Context: an optimization exercise on an open-source flow, tuned for small area, a short achievable clock period and few clock cycles per item. The choices shown serve that exercise and are no tape-out recipe.

==> build 43: inputs <==
## LASER
module LASER (
input CLK,
input RST,
input [3:0] X,
input [3:0] Y,
output reg [3:0] C1X,
output reg [3:0] C1Y,
output reg [3:0] C2X,
output reg [3:0] C2Y,
output reg DONE);
localparam [5:0]  NREAD  = 6'd40;       
localparam [10:0] NROUND = 11'd2000;
localparam [15:0] INIT   = {4'd0, 4'd0, 4'd8, 4'd8};
localparam NG = 8;                      
function [9:0] lfsr_step;
  input [9:0] v;
  input integer n;
  integer k;
  begin
    lfsr_step = v;
    for (k = 0; k < n; k = k + 1)
      lfsr_step = {lfsr_step[8:0], lfsr_step[9] ^ lfsr_step[6]};
  end
endfunction
function [3:0] mv;
  input [3:0] b;
  input       up;
  input       st1;                 
  reg   [4:0] sum;
  begin
    if (up) begin
      sum = {1'b0, b} + (st1 ? 5'd1 : 5'd2);
      mv  = sum[4] ? 4'd15 : sum[3:0];
    end else begin
      sum = {1'b0, b} - (st1 ? 5'd1 : 5'd2);
      mv  = sum[4] ? 4'd0 : sum[3:0];
    end
  end
endfunction
function [15:0] mv4;
  input [15:0] b;
  input [9:0]  q;
  begin
    mv4 = {mv(b[15:12], q[0], q[5]), mv(b[11:8], q[3], q[5]),
           mv(b[7:4],   q[5], q[5]), mv(b[3:0],  q[9], q[5])};
  end
endfunction
function [3:0] cls;
  input [3:0] p, c;
  reg [4:0] d, k;
  integer b;
  begin
    k[0] = 1'b1;
    for (b = 0; b < 4; b = b + 1) begin
      d[b]   = p[b] ^ ~c[b] ^ k[b];
      k[b+1] = (p[b] & ~c[b]) | (p[b] & k[b]) | (~c[b] & k[b]);
    end
    d[4] = ~k[4];
    cls[0] = ~|d;
    cls[1] = (~d[4] & ~d[3] & ~d[2] & ~(d[1] & d[0])) | (d[4] & d[3] & d[2] & d[1]);
    cls[2] = (~d[4] & ~d[3] & ~d[2]) | (d[4] & d[3] & d[2] & (d[1] | d[0]));
    cls[3] = (~d[4] & ~d[3] & (~d[2] | ~(d[1] | d[0]))) | (d[4] & d[3] & d[2]);
  end
endfunction
function cov1;
  ...
make LEC_CHECK=0 CAP_MARGIN=20 CORE_MARGIN=2 CORE_UTILIZATION=40 SETUP_SLACK_MARGIN=1.5 SLEW_MARGIN=20 finish   # period 6.0 ns
run.sh (not shown) runs the stock make flow with config.mk's settings and CLKGATE_MAP_FILE= SYNTH_SCRIPT=/design/flow/synth_recipe.tcl, a recipe that flattens the netlist after the stock synthesis.
==> trial 64 (differences from build 43) <==
--- a/flow/design.v
+++ b/flow/design.v
@@ -7,15 +7,15 @@
 output reg [3:0] C1Y,
 output reg [3:0] C2X,
 output reg [3:0] C2Y,
 output reg DONE);
 localparam [5:0]  NREAD  = 6'd40;       
 localparam [10:0] NROUND = 11'd2000;
 localparam [15:0] INIT   = {4'd0, 4'd0, 4'd8, 4'd8};
-localparam NG = 8;                      
+localparam NG = 3;                      
 function [9:0] lfsr_step;
   input [9:0] v;
   input integer n;
   integer k;
   begin
     lfsr_step = v;
     for (k = 0; k < n; k = k + 1)
@@ -44,26 +44,29 @@
     mv4 = {mv(b[15:12], q[0], q[5]), mv(b[11:8], q[3], q[5]),
            mv(b[7:4],   q[5], q[5]), mv(b[3:0],  q[9], q[5])};
   end
 endfunction
 function [3:0] cls;
   input [3:0] p, c;
   reg [4:0] d, k;
+  reg z, o;
   integer b;
   begin
     k[0] = 1'b1;
     for (b = 0; b < 4; b = b + 1) begin
       d[b]   = p[b] ^ ~c[b] ^ k[b];
       k[b+1] = (p[b] & ~c[b]) | (p[b] & k[b]) | (~c[b] & k[b]);
     end
     d[4] = ~k[4];
-    cls[0] = ~|d;
-    cls[1] = (~d[4] & ~d[3] & ~d[2] & ~(d[1] & d[0])) | (d[4] & d[3] & d[2] & d[1]);
-    cls[2] = (~d[4] & ~d[3] & ~d[2]) | (d[4] & d[3] & d[2] & (d[1] | d[0]));
-    cls[3] = (~d[4] & ~d[3] & (~d[2] | ~(d[1] | d[0]))) | (d[4] & d[3] & d[2]);
+    z = ~(d[4] | d[3] | d[2]);             
+    o = d[4] & d[3] & d[2];                
+    cls[0] = z & ~(d[1] | d[0]);
+    cls[1] = (z & ~(d[1] & d[0])) | (o & d[1]);
+    cls[2] = z | (o & (d[1] | d[0]));
+    cls[3] = z | o | (d[2] & ~(d[4] | d[3] | d[1] | d[0]));
   end
 endfunction
 function cov1;
   input [3:0] px, py, cx, cy;
   reg [3:0] a, b;
   begin
     a = cls(px, cx);
==> flow/config.mk (replaced) <==
export PLATFORM = sky130hd
export DESIGN_NAME = LASER
export DESIGN_NICKNAME = LASER
export VERILOG_FILES = /design/flow/design.v
export SDC_FILE = /design/flow/constraint.sdc
export NUM_CORES = 4
export LEC_CHECK = 0
export CAP_MARGIN = 20
export CORE_MARGIN = 2
export CORE_UTILIZATION = 40
export SETUP_SLACK_MARGIN = 1.75
export SLEW_MARGIN = 20
==> build 98 (differences from build 43) <==
==> flow/design.v (replaced) <==
module LASER (
input CLK,
input RST,
input [3:0] X,
input [3:0] Y,
output reg [3:0] C1X,
output reg [3:0] C1Y,
output reg [3:0] C2X,
output reg [3:0] C2Y,
output reg DONE);
localparam [12:0] NREAD  = 13'd40;
localparam [12:0] LASTC  = 13'd4040;    
function [9:0] lfsr_step;
  input [9:0] v;
  input integer n;
  integer k;
  begin
    lfsr_step = v;
    for (k = 0; k < n; k = k + 1)
      lfsr_step = {lfsr_step[8:0], lfsr_step[9] ^ lfsr_step[6]};
  end
endfunction
reg  [9:0]  V;
reg  [12:0] cnt;
wire        ph1   = cnt[0];              
wire        rd    = (cnt < NREAD);
wire        last  = (cnt == LASTC);
wire [9:0]  V1    = lfsr_step(V, 1);
wire [9:0]  V2    = lfsr_step(V, 2);
wire [9:0]  V42   = lfsr_step(V, 42);
wire [9:0]  VD    = lfsr_step(V, 41);      
wire [9:0]  Vn    = rd ? V1 : last ? V2 : ph1 ? V42 : V;
wire        rnd_acc = (VD < 10'd150);
always @(posedge CLK) begin
  if (RST) begin
    V   <= 10'h1;
    cnt <= 13'd0;
  end else begin
    V   <= Vn;
    cnt <= last ? 13'd0 : cnt + 13'd1;
  end
end
always @(posedge CLK) begin
  if (RST) DONE <= 1'b0;
  else     DONE <= (cnt == LASTC - 13'd1);
end
reg [7:0] P [0:39];
integer i;
always @(posedge CLK) begin
  P[0] <= rd ? {X, Y} : P[39];
  for (i = 1; i < 40; i = i + 1)
    P[i] <= P[i-1];
end
reg [3:0] x1, y1, x2, y2;          
reg [3:0] t1x, t1y, t2x, t2y;      
reg [5:0] prev, best;
function [3:0] mv;
  input [3:0] b;
  input       up;
  input       s1;                  
  reg   [4:0] sum;
  begin
    if (up) begin
      sum = {1'b0, b} + (s1 ? 5'd1 : 5'd2);
      mv  = sum[4] ? 4'd15 : sum[3:0];
    end else begin
      sum = {1'b0, b} - (s1 ? 5'd1 : 5'd2);
      mv  = sum[4] ? 4'd0 : sum[3:0];
    end
  end
endfunction
function [3:0] cls;
  input [3:0] p, c;
  reg [4:0] d, k;
  integer b;
  begin
    k[0] = 1'b1;
    for (b = 0; b < 4; b = b + 1) begin
      d[b]   = p[b] ^ ~c[b] ^ k[b];
      k[b+1] = (p[b] & ~c[b]) | (p[b] & k[b]) | (~c[b] & k[b]);
    end
    d[4] = ~k[4];
    cls[0] = ~|d;
    cls[1] = (~d[4] & ~d[3] & ~d[2] & ~(d[1] & d[0])) | (d[4] & d[3] & d[2] & d[1]);
    cls[2] = (~d[4] & ~d[3] & ~d[2]) | (d[4] & d[3] & d[2] & (d[1] | d[0]));
    cls[3] = (~d[4] & ~d[3] & (~d[2] | ~(d[1] | d[0]))) | (d[4] & d[3] & d[2]);
  end
endfunction
function cov1;
  input [3:0] px, py, cx, cy;
  reg [3:0] a, b;
  begin
    a = cls(px, cx);
    b = cls(py, cy);
    cov1 = (a[3] & b[0]) | (a[2] & b[1]) | (a[1] & b[2]) | (a[0] & b[3]);
  end
endfunction
reg [39:0] hit;
integer j;
always @(*)
  for (j = 0; j < 40; j = j + 1)
    hit[j] = cov1(P[j][7:4], P[j][3:0], t1x, t1y) | cov1(P[j][7:4], P[j][3:0], t2x, t2y);
wire [5:0] ca, cb;
wire cs1 = hit[0] ^ hit[1] ^ hit[2];
wire cs2 = (hit[0] & hit[1]) | (hit[0] & hit[2]) | (hit[1] & hit[2]);
wire cs3 = hit[3] ^ hit[4] ^ hit[5];
wire cs4 = (hit[3] & hit[4]) | (hit[3] & hit[5]) | (hit[4] & hit[5]);
wire cs5 = hit[6] ^ hit[7] ^ hit[8];
wire cs6 = (hit[6] & hit[7]) | (hit[6] & hit[8]) | (hit[7] & hit[8]);
wire cs7 = hit[9] ^ hit[10] ^ hit[11];
wire cs8 = (hit[9] & hit[10]) | (hit[9] & hit[11]) | (hit[10] & hit[11]);
wire cs9 = hit[12] ^ hit[13] ^ hit[14];
wire cs10 = (hit[12] & hit[13]) | (hit[12] & hit[14]) | (hit[13] & hit[14]);
wire cs11 = hit[15] ^ hit[16] ^ hit[17];
wire cs12 = (hit[15] & hit[16]) | (hit[15] & hit[17]) | (hit[16] & hit[17]);
wire cs13 = hit[18] ^ hit[19] ^ hit[20];
wire cs14 = (hit[18] & hit[19]) | (hit[18] & hit[20]) | (hit[19] & hit[20]);
wire cs15 = hit[21] ^ hit[22] ^ hit[23];
wire cs16 = (hit[21] & hit[22]) | (hit[21] & hit[23]) | (hit[22] & hit[23]);
wire cs17 = hit[24] ^ hit[25] ^ hit[26];
wire cs18 = (hit[24] & hit[25]) | (hit[24] & hit[26]) | (hit[25] & hit[26]);
wire cs19 = hit[27] ^ hit[28] ^ hit[29];
wire cs20 = (hit[27] & hit[28]) | (hit[27] & hit[29]) | (hit[28] & hit[29]);
wire cs21 = hit[30] ^ hit[31] ^ hit[32];
wire cs22 = (hit[30] & hit[31]) | (hit[30] & hit[32]) | (hit[31] & hit[32]);
wire cs23 = hit[33] ^ hit[34] ^ hit[35];
wire cs24 = (hit[33] & hit[34]) | (hit[33] & hit[35]) | (hit[34] & hit[35]);
wire cs25 = hit[36] ^ hit[37] ^ hit[38];
wire cs26 = (hit[36] & hit[37]) | (hit[36] & hit[38]) | (hit[37] & hit[38]);
wire cs27 = cs1 ^ cs3 ^ cs5;
wire cs28 = (cs1 & cs3) | (cs1 & cs5) | (cs3 & cs5);
wire cs29 = cs7 ^ cs9 ^ cs11;
wire cs30 = (cs7 & cs9) | (cs7 & cs11) | (cs9 & cs11);
wire cs31 = cs13 ^ cs15 ^ cs17;
wire cs32 = (cs13 & cs15) | (cs13 & cs17) | (cs15 & cs17);
wire cs33 = cs19 ^ cs21 ^ cs23;
wire cs34 = (cs19 & cs21) | (cs19 & cs23) | (cs21 & cs23);
wire cs35 = cs2 ^ cs4 ^ cs6;
wire cs36 = (cs2 & cs4) | (cs2 & cs6) | (cs4 & cs6);
wire cs37 = cs8 ^ cs10 ^ cs12;
wire cs38 = (cs8 & cs10) | (cs8 & cs12) | (cs10 & cs12);
wire cs39 = cs14 ^ cs16 ^ cs18;
wire cs40 = (cs14 & cs16) | (cs14 & cs18) | (cs16 & cs18);
wire cs41 = cs20 ^ cs22 ^ cs24;
wire cs42 = (cs20 & cs22) | (cs20 & cs24) | (cs22 & cs24);
wire cs43 = pr0 ^ pr1 ^ pr2;
wire cs44 = (pr0 & pr1) | (pr0 & pr2) | (pr1 & pr2);
wire cs45 = pr3 ^ pr4 ^ pr5;
wire cs46 = (pr3 & pr4) | (pr3 & pr5) | (pr4 & pr5);
wire cs47 = pr6 ^ pr7 ^ pr8;
wire cs48 = (pr6 & pr7) | (pr6 & pr8) | (pr7 & pr8);
wire cs49 = pr9 ^ pr10 ^ pr11;
wire cs50 = (pr9 & pr10) | (pr9 & pr11) | (pr10 & pr11);
wire cs51 = pr12 ^ pr13 ^ pr14;
wire cs52 = (pr12 & pr13) | (pr12 & pr14) | (pr13 & pr14);
wire cs53 = pr15 ^ pr16 ^ pr17;
wire cs54 = (pr15 & pr16) | (pr15 & pr17) | (pr16 & pr17);
wire cs55 = cs44 ^ cs46 ^ cs47;
wire cs56 = (cs44 & cs46) | (cs44 & cs47) | (cs46 & cs47);
wire cs57 = cs48 ^ cs50 ^ cs52;
wire cs58 = (cs48 & cs50) | (cs48 & cs52) | (cs50 & cs52);
wire cs59 = cs55 ^ cs49 ^ cs51;
wire cs60 = (cs55 & cs49) | (cs55 & cs51) | (cs49 & cs51);
wire cs61 = cs56 ^ cs57 ^ cs53;
wire cs62 = (cs56 & cs57) | (cs56 & cs53) | (cs57 & cs53);
wire cs63 = cs60 ^ cs61 ^ pr18;
wire cs64 = (cs60 & cs61) | (cs60 & pr18) | (cs61 & pr18);
wire cs65 = cs62 ^ cs58 ^ cs54;
wire cs66 = (cs62 & cs58) | (cs62 & cs54) | (cs58 & cs54);
reg pr0;
reg pr1;
reg pr2;
reg pr3;
reg pr4;
reg pr5;
reg pr6;
reg pr7;
reg pr8;
reg pr9;
reg pr10;
reg pr11;
reg pr12;
reg pr13;
reg pr14;
reg pr15;
reg pr16;
reg pr17;
reg pr18;
always @(posedge CLK) begin
  pr0 <= cs27;
  pr1 <= cs29;
  pr2 <= cs31;
  pr3 <= cs33;
  pr4 <= cs25;
  pr5 <= hit[39];
  pr6 <= cs28;
  pr7 <= cs30;
  pr8 <= cs32;
  pr9 <= cs34;
  pr10 <= cs35;
  pr11 <= cs37;
  pr12 <= cs39;
  pr13 <= cs41;
  pr14 <= cs26;
  pr15 <= cs36;
  pr16 <= cs38;
  pr17 <= cs40;
  pr18 <= cs42;
end
assign ca = {1'b0, cs66, cs64, cs63, cs59, cs43};
assign cb = {1'b0, 1'b0, cs65, 1'b0, 1'b0, cs45};
wire [5:0] cov = ca + cb;
function gt3;
  input [5:0] a, b, r;
  reg [5:0] s, k;
  reg [6:0] t;
  begin
    s = a ^ b ^ ~r;
    k = (a & b) | (a & ~r) | (b & ~r);
    t = {1'b0, s} + {k, 1'b0};
    gt3 = t[6];
  end
endfunction
wire accept = gt3(ca, cb, prev) | rnd_acc;
wire better = gt3(ca, cb, best);
wire [3:0] ix1 = rd ? 4'd0 : x1;
wire [3:0] iy1 = rd ? 4'd0 : y1;
wire [3:0] ix2 = rd ? 4'd8 : x2;
wire [3:0] iy2 = rd ? 4'd8 : y2;
wire [15:0] cand_x = {mv(ix1, Vn[0], Vn[5]), mv(iy1, Vn[3], Vn[5]), mv(ix2, Vn[5], Vn[5]), mv(iy2, Vn[9], Vn[5])};
wire [15:0] cand_t = {mv(t1x, Vn[0], Vn[5]), mv(t1y, Vn[3], Vn[5]), mv(t2x, Vn[5], Vn[5]), mv(t2y, Vn[9], Vn[5])};
wire        dec    = ph1 & ~rd & accept;
always @(posedge CLK) begin
  if (rd) begin
    x1 <= 4'd0; y1 <= 4'd0; x2 <= 4'd8; y2 <= 4'd8;
  end else if (dec) begin
    x1 <= t1x; y1 <= t1y; x2 <= t2x; y2 <= t2y;
  end
  if (rd || ph1)
    {t1x, t1y, t2x, t2y} <= dec ? cand_t : cand_x;
  if (rd) begin
    prev <= 6'd0;
    best <= 6'd0;
  end else if (ph1) begin
    if (accept) prev <= cov;
    if (better) best <= cov;
  end
end
always @(posedge CLK) begin
  if (RST) begin
    C1X <= 4'd7; C1Y <= 4'd7;
    C2X <= 4'd7; C2Y <= 4'd7;
  end else if (!rd && !last && ph1 && better) begin
    C1X <= t1x; C1Y <= t1y;
    C2X <= t2x; C2Y <= t2y;
  end
end
endmodule
==> flow/config.mk (replaced) <==
export PLATFORM = sky130hd
export DESIGN_NAME = LASER
export DESIGN_NICKNAME = LASER
export VERILOG_FILES = /design/flow/design.v
export SDC_FILE = /design/flow/constraint.sdc
export NUM_CORES = 4
export LEC_CHECK = 0
export CAP_MARGIN = 20
export CORE_MARGIN = 2
export CORE_UTILIZATION = 40
export SLEW_MARGIN = 20
==> flow_summary.ini <==
[synthesis]
synth_nets = 4747

[power_and_ir_drop]
vdd_drop_max_uv = 368

[outcome]
outcome = no timing/DRC/antenna violations

[cells_and_area]
seq_cell_count = 423
[end of results for build 98]
==> flow_summary.ini <==
[timing]
holdWs_ns = 0.327
worst_pin_slew_ns = 0.934

[cells_and_area]
largest_reg_flops = 320
seq_cell_count = 511

[power_and_ir_drop]
vdd_drop_max_uv = 432

[outcome]
outcome = no timing/DRC/antenna violations

[synthesis]
synth_nets = 4903
[end of results for trial 64]
==> flow_summary.ini <==
[synthesis]
synth_nets = 5033

[outcome]
outcome = no timing/DRC/antenna violations

[cells_and_area]
seq_cell_count = 516

[power_and_ir_drop]
vdd_drop_max_uv = 420

[global_routing]
met1_usage_pct = 29.2
[end of results for build 43]
Function was not checked in any run of this note: the RTL went through the layout flow alone.

afterwards: timing with drivers on the ports:
The flow's constraints put no driver on any port. The routed layouts listed below were extracted and timed again, unchanged, in two steps.
Step 1 (the two cells are an assumption about what drives the block):
set clk [get_ports {CLK}]
set_driving_cell -lib_cell sky130_fd_sc_hd__clkbuf_16 $clk
set_driving_cell -lib_cell sky130_fd_sc_hd__buf_2 [delete_from_list [all_inputs] $clk]
Step 2, shift: input delay + t, output delay - t, t = (earliest + latest rising clock arrival at the registers) / 2. This alone moves slack from input paths to output paths.
a / b / c = ideal / step 1 / step 2; a / b = the first two.
run	shift t [ns]	setup WS [ns]	worst setup path at the end	latest minus earliest clock arrival (ns)	cell pins on the clock port's net
build 43	0.734	1.649 / 1.649 / 1.649	register to register	0.046 / 0.047	1
trial 64	0.732	1.690 / 1.690 / 1.690	register to register	0.083 / 0.084	1
build 98	0.675	0.780 / 0.780 / 0.780	register to register	0.032 / 0.033	1
After both steps setup and hold are still met in every run listed.
